Source: an optimization exercise on an open RTL-to-GDS flow (aim: small area, a short achievable clock period and few clock cycles). Production flows keep margins and buffers that such runs may drop.

==> flow/design.v <==
package calc_pkg;
    typedef struct packed {
        logic on;
        logic off;
        logic mem_rc;
        logic mem_sub;
        logic mem_add;
        logic op_percent;
        logic op_sqrt;
        logic op_div;
        logic op_mul;
        logic op_sub;
        logic op_add;
        logic op_eq;
        logic dot;
        logic num_1;
        logic num_2;
        logic num_3;
        logic num_4;
        logic num_5;
        logic num_6;
        logic num_7;
        logic num_8;
        logic num_9;
        logic num_0;
    } buttons_t;
    typedef enum logic [4:0] {
        B_NONE,          
        B_ON,            
        B_OFF,           
        B_MEM_RC,        
        B_MEM_SUB,       
        B_MEM_ADD,       
        B_OP_PERCENT,    
        B_OP_SQRT,       
        B_OP_DIV,        
        B_OP_MUL,        
        B_OP_SUB,        
        B_OP_ADD,        
        B_OP_EQ,         
        B_DOT,           
        B_NUM_1,         
        B_NUM_2,         
        B_NUM_3,         
        B_NUM_4,         
        B_NUM_5,         
        B_NUM_6,         
        B_NUM_7,         
        B_NUM_8,         
        B_NUM_9,         
        B_NUM_0,         
        B_UNKNOWN        
    } active_button_t;
    function automatic logic isNumberButton(active_button_t active_button);
        isNumberButton = ((active_button >= calc_pkg::B_NUM_1) && (active_button <= calc_pkg::B_NUM_0));
    endfunction
    function automatic logic isOpButton(active_button_t active_button);
        isOpButton = ((active_button >= calc_pkg::B_OP_DIV) && (active_button <= calc_pkg::B_OP_ADD));
    endfunction
    function automatic logic isEqButton(active_button_t active_button);
        isEqButton = (active_button == calc_pkg::B_OP_EQ);
    endfunction
    function automatic logic isDotButton(active_button_t active_button);
        isDotButton = (active_button == calc_pkg::B_DOT);
    endfunction
    typedef logic [3:0] bcd_t;
    function automatic logic [6:0] bcd2segments(bcd_t bcd);
        unique case (bcd)
            4'd0: bcd2segments = 7'b1111110;
            4'd1: bcd2segments = 7'b0110000;
            4'd2: bcd2segments = 7'b1101101;
            4'd3: bcd2segments = 7'b1111001;
            4'd4: bcd2segments = 7'b0110011;
            4'd5: bcd2segments = 7'b1011011;
            4'd6: bcd2segments = 7'b1011111;
            4'd7: bcd2segments = 7'b1110000;
            4'd8: bcd2segments = 7'b1111111;
            4'd9: bcd2segments = 7'b1111011;
            default: bcd2segments = 7'bxxxxxxx;
        endcase
    endfunction
    typedef enum logic [1:0] {
        OP_NONE,
        OP_ADD,
        OP_MUL,
        OP_DIV
    } op_t;
    function automatic op_t button2op(active_button_t active_button);
        unique case (active_button)
            calc_pkg::B_OP_DIV: button2op = calc_pkg::OP_DIV;
            calc_pkg::B_OP_MUL: button2op = calc_pkg::OP_MUL;
            calc_pkg::B_OP_SUB: button2op = calc_pkg::OP_ADD;
            calc_pkg::B_OP_ADD: button2op = calc_pkg::OP_ADD;
            default: button2op = calc_pkg::OP_NONE;
        endcase
    endfunction
    function automatic bcd_t button2bcd(active_button_t active_button);
        unique case (active_button)
            calc_pkg::B_NUM_1: button2bcd = 1;
            calc_pkg::B_NUM_2: button2bcd = 2;
            calc_pkg::B_NUM_3: button2bcd = 3;
            calc_pkg::B_NUM_4: button2bcd = 4;
            calc_pkg::B_NUM_5: button2bcd = 5;
            calc_pkg::B_NUM_6: button2bcd = 6;
            calc_pkg::B_NUM_7: button2bcd = 7;
            calc_pkg::B_NUM_8: button2bcd = 8;
            calc_pkg::B_NUM_9: button2bcd = 9;
            calc_pkg::B_NUM_0: button2bcd = 0;
            default: button2bcd = 0;
        endcase
    endfunction
    parameter NumDigits = 8;
    typedef logic unsigned [$clog2(NumDigits)-1:0] exponent_t;
    typedef struct packed {
        logic error;
        logic sign;
        exponent_t exponent;
        bcd_t [NumDigits-1:0] significand;
    } num_t;
    function automatic num_t neg(num_t num);
        neg = num;
        neg.sign = !num.sign;
    endfunction
endpackage
module alu_add (
    input   logic           clk_i,
    input   logic           rst_i,
    input   logic [36:0]    left_i,      
    input   logic [36:0]    right_i,     
    output  logic           in_ready_o,
    input   logic           in_valid_i,
    output  logic [36:0]    result_o,    
    input   logic           out_ready_i,
    output  logic           out_valid_o
);
logic [31:0] sa, sb, big, sml, sml_sh;
logic [2:0]  ea, eb, er, d;
logic        ga, gb, a_ge, g_big, g_sml, sub;
assign sa = left_i[31:0];
assign sb = right_i[31:0];
assign ea = left_i[34:32];
assign eb = right_i[34:32];
assign ga = left_i[35];
assign gb = right_i[35];
assign a_ge   = (ea >= eb);
assign d      = a_ge ? (ea - eb) : (eb - ea);
assign er     = a_ge ? ea : eb;
assign big    = a_ge ? sa : sb;
assign sml    = a_ge ? sb : sa;
assign g_big  = a_ge ? ga : gb;
assign g_sml  = a_ge ? gb : ga;
assign sub    = ga ^ gb;
assign sml_sh = sml >> {d, 2'b00};
logic [3:0] xd [8];
logic [3:0] yd [8];
logic [4:0] t  [8];
logic [3:0] r0 [8];
logic [3:0] r1 [8];
logic [7:0] g, p;
always_comb begin
    for (int i = 0; i < 8; i++) begin
        xd[i] = big[4*i +: 4];
        yd[i] = sub ? (4'd9 - sml_sh[4*i +: 4]) : sml_sh[4*i +: 4];
        t[i]  = 5'(xd[i]) + 5'(yd[i]);
        g[i]  = (t[i] >= 5'd10);
        p[i]  = (t[i] == 5'd9);
        r0[i] = g[i] ? 4'(t[i] - 5'd10) : t[i][3:0];
        r1[i] = (g[i] || p[i]) ? 4'(t[i] - 5'd9) : 4'(t[i] + 5'd1);
    end
end
logic [8:0] c0, c1;
logic [7:0] gg [4];
logic [7:0] pp [4];
always_comb begin
    gg[0] = g; pp[0] = p;
    for (int l = 0; l < 3; l++) begin
        for (int i = 0; i < 8; i++) begin
            if (i >= (1 << l)) begin
                gg[l+1][i] = gg[l][i] | (pp[l][i] & gg[l][i - (1 << l)]);
                pp[l+1][i] = pp[l][i] & pp[l][i - (1 << l)];
            end else begin
                gg[l+1][i] = gg[l][i];
                pp[l+1][i] = pp[l][i];
            end
        end
    end
    c0[0] = 1'b0;
    c1[0] = 1'b1;
    for (int i = 0; i < 8; i++) begin
        c0[i+1] = gg[3][i];
        c1[i+1] = gg[3][i] | pp[3][i];
    end
end
logic        cy, inc, neg;
logic [31:0] s;
assign cy  = c0[8];
assign inc = sub & cy;
assign neg = sub & ~cy;
always_comb begin
    for (int i = 0; i < 8; i++) begin
        s[4*i +: 4] = (inc ? c1[i] : c0[i]) ? r1[i] : r0[i];
        if (neg) s[4*i +: 4] = 4'd9 - s[4*i +: 4];
    end
end
logic        shr;
logic [31:0] sig1;
logic [2:0]  exp1;
logic        sgn1, err1;
assign shr  = ~sub & cy;
assign sig1 = shr ? {4'd1, s[31:4]} : s;
assign exp1 = er + 3'(shr);
assign err1 = shr & (er == 3'd7);
assign sgn1 = sub ? (cy ? g_big : g_sml) : ga;
logic        valid_q;
logic [31:0] sig_q;
logic [2:0]  exp_q;
logic        sgn_q, err_q;
assign in_ready_o  = !valid_q || out_ready_i;
assign out_valid_o = valid_q;
always_ff @(posedge clk_i) begin
    if (rst_i)
        valid_q <= 1'b0;
    else if (in_ready_o)
        valid_q <= in_valid_i;
end
always_ff @(posedge clk_i) begin
    if (in_ready_o) begin
        sig_q <= sig1;
        exp_q <= exp1;
        sgn_q <= sgn1;
        err_q <= err1;
    end
end
logic [31:0] n4, n2, n1;
logic [2:0]  e4, e2, e1;
always_comb begin
    n4 = sig_q; e4 = exp_q;
    if (exp_q[2] && sig_q[31:16] == 16'd0) begin
        n4 = {sig_q[15:0], 16'd0};
        e4 = {1'b0, exp_q[1:0]};
    end
    n2 = n4; e2 = e4;
    if (e4 >= 3'd2 && n4[31:24] == 8'd0) begin
        n2 = {n4[23:0], 8'd0};
        e2 = e4 - 3'd2;
    end
    n1 = n2; e1 = e2;
    if (e2 != 3'd0 && n2[31:28] == 4'd0) begin
        n1 = {n2[27:0], 4'd0};
        e1 = e2 - 3'd1;
    end
end
assign result_o = {err_q, sgn_q & (sig_q != 32'd0), e1, n1};
endmodule
clock: 10.0 ns
lec_check: 0
cap_margin: 20
core_margin: 2
core_utilization: 40
slew_margin: 20
run.sh (not shown) runs the stock make flow with config.mk's settings and CLKGATE_MAP_FILE= SYNTH_SCRIPT=/design/flow/synth_recipe.tcl, a recipe that flattens the netlist after the stock synthesis.
Rerun with:
--- a/flow/design.v
+++ b/flow/design.v
@@ -150,23 +150,25 @@
 assign g_big  = a_ge ? ga : gb;
 assign g_sml  = a_ge ? gb : ga;
 assign sub    = ga ^ gb;
 assign sml_sh = sml >> {d, 2'b00};
-logic [3:0] xd [8];
-logic [3:0] yd [8];
-logic [4:0] t  [8];
+logic        cy;
+logic [31:0] s;
+function automatic logic [3:0] c9(input logic [3:0] y, input logic en);
+    c9 = {en ? ~(y[3] | y[2] | y[1]) : y[3], y[2] ^ (en & y[1]), y[1], y[0] ^ en};
+endfunction
+function automatic logic [3:0] dinc(input logic [3:0] r, input logic c);
+    dinc = c ? {(r[3] & ~r[0]) | (r[2] & r[1] & r[0]), r[2] ^ (r[1] & r[0]), (r[1] ^ r[0]) & ~r[3], ~r[0]} : r;
+endfunction
 logic [3:0] r0 [8];
-logic [3:0] r1 [8];
+logic [4:0] z  [8];
 logic [7:0] g, p;
 always_comb begin
     for (int i = 0; i < 8; i++) begin
-        xd[i] = big[4*i +: 4];
-        yd[i] = sub ? (4'd9 - sml_sh[4*i +: 4]) : sml_sh[4*i +: 4];
-        t[i]  = 5'(xd[i]) + 5'(yd[i]);
-        g[i]  = (t[i] >= 5'd10);
-        p[i]  = (t[i] == 5'd9);
-        r0[i] = g[i] ? 4'(t[i] - 5'd10) : t[i][3:0];
-        r1[i] = (g[i] || p[i]) ? 4'(t[i] - 5'd9) : 4'(t[i] + 5'd1);
+        z[i] = 5'(big[4*i +: 4]) + 5'(c9(sml_sh[4*i +: 4], sub));
+        g[i] = z[i][4] | (z[i][3] & (z[i][2] | z[i][1]));
+        p[i] = ~z[i][4] & z[i][3] & ~z[i][2] & ~z[i][1] & z[i][0];
+        r0[i] = g[i] ? {z[i][3] ^ (z[i][2] | z[i][1]), ~(z[i][2] ^ z[i][1]), ~z[i][1], z[i][0]} : z[i][3:0];
     end
 end
 logic [8:0] c0, c1;
 logic [7:0] gg [4];
@@ -190,18 +192,15 @@
         c0[i+1] = gg[3][i];
         c1[i+1] = gg[3][i] | pp[3][i];
     end
 end
-logic        cy, inc, neg;
-logic [31:0] s;
+logic        inc, neg;
 assign cy  = c0[8];
 assign inc = sub & cy;
 assign neg = sub & ~cy;
 always_comb begin
-    for (int i = 0; i < 8; i++) begin
-        s[4*i +: 4] = (inc ? c1[i] : c0[i]) ? r1[i] : r0[i];
-        if (neg) s[4*i +: 4] = 4'd9 - s[4*i +: 4];
-    end
+    for (int i = 0; i < 8; i++)
+        s[4*i +: 4] = c9(dinc(r0[i], c0[i] | (inc & c1[i])), neg);
 end
 logic        shr;
 logic [31:0] sig1;
 logic [2:0]  exp1;
Via count came out lower by a few percent; cell area goes down by a little under a tenth; worst setup slack gets worse by 11 ps; cell count went down by a little under a tenth; synthesized cell count goes down by roughly a tenth; critical path depth stays the same; wire length went down slightly; die area shrinks by roughly a tenth; utilization goes up by 1.3 points; count of clock-buffer cells in the layout stays the same; synthesized area shrinks by roughly a tenth; register-to-register slack is worse by 230 ps.
No run of this note included a check of the RTL's function; only the layout flow was run.

02-02:
Another version of the RTL of alu_add (not shown whole).
Size in the first run: ~1,000 cells after synthesis, roughly 39 flip-flops.
==> module alu_add, before the edit <==
module alu_add (
    input   logic           clk_i,
    input   logic           rst_i,
    input   logic [36:0]    left_i,      
    input   logic [36:0]    right_i,     
    output  logic           in_ready_o,
    input   logic           in_valid_i,
    output  logic [36:0]    result_o,    
    input   logic           out_ready_i,
    output  logic           out_valid_o
);
function automatic logic [3:0] c9(input logic [3:0] y, input logic en);
    c9 = {en ? ~(y[3] | y[2] | y[1]) : y[3], y[2] ^ (en & y[1]), y[1], y[0] ^ en};
endfunction
function automatic logic [3:0] dinc(input logic [3:0] r, input logic c);
    dinc = c ? {(r[3] & ~r[0]) | (r[2] & r[1] & r[0]), r[2] ^ (r[1] & r[0]), (r[1] ^ r[0]) & ~r[3], ~r[0]} : r;
endfunction
logic [31:0] sa, sb, big, sml, sml_sh;
logic [2:0]  ea, eb, er, d;
logic        ga, gb, a_ge, g_big, g_sml, sub;
assign sa = left_i[31:0];
assign sb = right_i[31:0];
assign ea = left_i[34:32];
assign eb = right_i[34:32];
assign ga = left_i[35];
assign gb = right_i[35];
assign a_ge   = (ea >= eb);
assign d      = a_ge ? (ea - eb) : (eb - ea);
assign er     = a_ge ? ea : eb;
assign big    = a_ge ? sa : sb;
assign sml    = a_ge ? sb : sa;
assign g_big  = a_ge ? ga : gb;
assign g_sml  = a_ge ? gb : ga;
assign sub    = ga ^ gb;
assign sml_sh = sml >> {d, 2'b00};
logic [3:0] r0 [8];
logic [4:0] z  [8];
logic [3:0] xk [8];
logic [3:0] xh [8];
logic [4:0] xc [8];
logic [7:0] g, p;
always_comb begin
    for (int i = 0; i < 8; i++) begin
        xk[i] = big[4*i +: 4] & c9(sml_sh[4*i +: 4], sub);
        xh[i] = big[4*i +: 4] ^ c9(sml_sh[4*i +: 4], sub);
        xc[i][0] = 1'b0;
        xc[i][1] = xk[i][0];
        xc[i][2] = xk[i][1] | (xh[i][1] & xk[i][0]);
        xc[i][3] = xk[i][2] | (xh[i][2] & xk[i][1]) | (xh[i][2] & xh[i][1] & xk[i][0]);
        xc[i][4] = xk[i][3] | (xh[i][3] & xk[i][2]) | (xh[i][3] & xh[i][2] & xk[i][1])
                 | (xh[i][3] & xh[i][2] & xh[i][1] & xk[i][0]);
        z[i] = {xc[i][4], xh[i] ^ xc[i][3:0]};
        g[i] = z[i][4] | (z[i][3] & (z[i][2] | z[i][1]));
        p[i] = ~z[i][4] & z[i][3] & ~z[i][2] & ~z[i][1] & z[i][0];
        r0[i] = g[i] ? {z[i][3] ^ (z[i][2] | z[i][1]), ~(z[i][2] ^ z[i][1]), ~z[i][1], z[i][0]} : z[i][3:0];
    end
end
logic [8:0] c0, c1;
logic [7:0] gg [4];
logic [7:0] pp [4];
always_comb begin
    gg[0] = g; pp[0] = p;
    for (int l = 0; l < 3; l++) begin
        for (int i = 0; i < 8; i++) begin
            if (i >= (1 << l)) begin
                gg[l+1][i] = gg[l][i] | (pp[l][i] & gg[l][i - (1 << l)]);
                pp[l+1][i] = pp[l][i] & pp[l][i - (1 << l)];
            end else begin
                gg[l+1][i] = gg[l][i];
                pp[l+1][i] = pp[l][i];
            end
        end
    end
    c0[0] = 1'b0;
    c1[0] = 1'b1;
    for (int i = 0; i < 8; i++) begin
        c0[i+1] = gg[3][i];
        c1[i+1] = gg[3][i] | pp[3][i];
    end
end
logic        cy, inc;
logic [31:0] s;
assign cy  = c0[8];
assign inc = sub & cy;
always_comb
    for (int i = 0; i < 8; i++)
        s[4*i +: 4] = dinc(r0[i], c0[i] | (inc & c1[i]));
logic        valid_q;
logic [31:0] s_q;
logic [2:0]  er_q;
logic        sgn_q, cy_q, sub_q;
assign in_ready_o  = !valid_q || out_ready_i;
assign out_valid_o = valid_q;
always_ff @(posedge clk_i) begin
    if (rst_i)
        valid_q <= 1'b0;
    else if (in_ready_o)
        valid_q <= in_valid_i;
end
always_ff @(posedge clk_i) begin
    if (in_ready_o) begin
        s_q   <= s;
        er_q  <= er;
        sgn_q <= sub ? (cy ? g_big : g_sml) : ga;
        cy_q  <= cy;
        sub_q <= sub;
    end
end
logic        neg, shr;
logic [7:0]  zd;         
logic [8:1]  kt;         
logic [7:0]  lzt;        
logic [2:0]  k;
logic [31:0] h4, h2, h1, m;
logic [3:0]  fill;
assign neg  = sub_q & ~cy_q;
assign shr  = ~sub_q & cy_q;
assign fill = {neg, 2'b00, neg};
always_comb begin
    for (int i = 0; i < 8; i++)
        zd[i] = (s_q[4*i +: 4] == fill);
    lzt[0] = 1'b1;
    for (int j = 1; j <= 7; j++) begin
        lzt[j] = lzt[j-1] & zd[8-j];
        kt[j] = lzt[j] && (er_q >= 3'(j));
    end
    kt[8] = 1'b0;
    k[2] = kt[4];
    k[1] = kt[6] | (kt[2] & ~kt[4]);
    k[0] = kt[7] | (kt[5] & ~kt[6]) | (kt[3] & ~kt[4]) | (kt[1] & ~kt[2]);
    h4 = k[2] ? {s_q[15:0], {4{fill}}} : s_q;
    h2 = k[1] ? {h4[23:0], {2{fill}}} : h4;
    h1 = k[0] ? {h2[27:0], fill} : h2;
    for (int i = 0; i < 8; i++)
        m[4*i +: 4] = c9(h1[4*i +: 4], neg);
end
assign result_o = shr ? {er_q == 3'd7, sgn_q, er_q + 3'd1, 4'd1, s_q[31:4]}
                      : {1'b0, sgn_q & ~(&zd), er_q - k, m};
endmodule
==> flow/config.mk <==
export PLATFORM = sky130hd
export DESIGN_NAME = alu_add
export DESIGN_NICKNAME = alu_add
export VERILOG_FILES = /design/flow/design.v
export SDC_FILE = /design/flow/constraint.sdc
export NUM_CORES = 4
export LEC_CHECK = 0
export CAP_MARGIN = 20
export CORE_MARGIN = 2
export CORE_UTILIZATION = 40
export SETUP_SLACK_MARGIN = 2
export SLEW_MARGIN = 20
==> flow/constraint.sdc <==
create_clock -name core_clock -period 10.0 [get_ports {clk_i}]
set_input_delay 2.0000 -clock core_clock [delete_from_list [all_inputs] [get_ports {clk_i}]]
set_output_delay 2.0000 -clock core_clock [all_outputs]
set_load 0.01 [all_outputs]
standard.sh (not shown) runs the stock make flow with config.mk's settings and CLKGATE_MAP_FILE= SYNTH_SCRIPT=/design/flow/synth_recipe.tcl, a recipe that flattens the netlist after the stock synthesis.
==> flow/flow/run.sh <==
#!/bin/bash
# Standard ORFS layout, with ports buffered by buf_1 cells instead of clkdlybuf4s50_1.
set -euo pipefail
bash standard.sh 'BUFFER_PORTS_ARGS=-buffer_cell sky130_fd_sc_hd__buf_1' finish > standard.log 2>&1
02-02 went all the way through synthesis, placement and routing and the layout is clean on timing, DRC and antenna.
Input-level comparison between 11-28 and 02-02:
--- a/flow/design.v
+++ b/flow/design.v
@@ -160,19 +160,8 @@
 logic [3:0] r0 [8];
 logic [4:0] z  [8];
-logic [3:0] xk [8];
-logic [3:0] xh [8];
-logic [4:0] xc [8];
 logic [7:0] g, p;
 always_comb begin
     for (int i = 0; i < 8; i++) begin
-        xk[i] = big[4*i +: 4] & c9(sml_sh[4*i +: 4], sub);
-        xh[i] = big[4*i +: 4] ^ c9(sml_sh[4*i +: 4], sub);
-        xc[i][0] = 1'b0;
-        xc[i][1] = xk[i][0];
-        xc[i][2] = xk[i][1] | (xh[i][1] & xk[i][0]);
-        xc[i][3] = xk[i][2] | (xh[i][2] & xk[i][1]) | (xh[i][2] & xh[i][1] & xk[i][0]);
-        xc[i][4] = xk[i][3] | (xh[i][3] & xk[i][2]) | (xh[i][3] & xh[i][2] & xk[i][1])
-                 | (xh[i][3] & xh[i][2] & xh[i][1] & xk[i][0]);
-        z[i] = {xc[i][4], xh[i] ^ xc[i][3:0]};
+        z[i] = 5'(big[4*i +: 4]) + 5'(c9(sml_sh[4*i +: 4], sub));
         g[i] = z[i][4] | (z[i][3] & (z[i][2] | z[i][1]));
         p[i] = ~z[i][4] & z[i][3] & ~z[i][2] & ~z[i][1] & z[i][0];
Findings:
- Having completed the whole flow, 11-28 delivered a layout that passed the timing, DRC and antenna checks.
- When the final numbers for 11-28 and 02-02 were put side by side, the share of the synthesized area in compound gates (AO/OA/AOI/OAI) turned out to be greater in 02-02.
- Cell area of 11-28 falls short of that of 02-02 slightly.
- Delta (11-28 minus 02-02): full die area fell about 0.35%, wire length fell about 4%, final cell count about even, relative area change from synthesis to final layout about even.
- Cmp 11-28 vs 02-02: critical path depth higher in 11-28
- Between 11-28 and 02-02, it is 11-28 whose first-pass GRT wire length is lower, by 2.4%.
Function was not checked in any run of this note: the RTL went through the layout flow alone.

## re-timing with driven ports
No port has a modelled driver above. Below, the same layouts with a new extraction and two added sets of constraints. Step 1, drivers: a clkbuf_16 drives clk_i and a buf_2 each remaining input, both assumed. Step 2 times the ports against the registers' clock, not the clock port: input delays grow and output delays shrink by t, the midpoint of the rising clock arrivals with the driver on. Slacks: ideal / step 1 / step 2; pairs: ideal / step 1.
run	t, ns	slack for setup (ns)	hold WS [ns]	worst slew at a driven data input, ns	pins driven straight from the clock port
the first run of note 1	0.315	0.651 / 0.666 / 0.351	0.880 / 0.880 / 0.880	0.04	1
the second run of note 1	0.316	0.640 / 0.654 / 0.338	1.151 / 1.151 / 1.151	0.04	1
02-02	0.315	2.245 / 2.259 / 1.945	1.172 / 1.172 / 1.172	0.04	1
11-28	0.308	2.342 / 2.355 / 2.047	0.885 / 0.885 / 0.885	0.04	1
After both steps setup and hold are still met in every run listed. For the second run of note 1, which loses most, drivers alone change the setup slack by +0.014 ns; drivers and shift together by -0.302 ns.
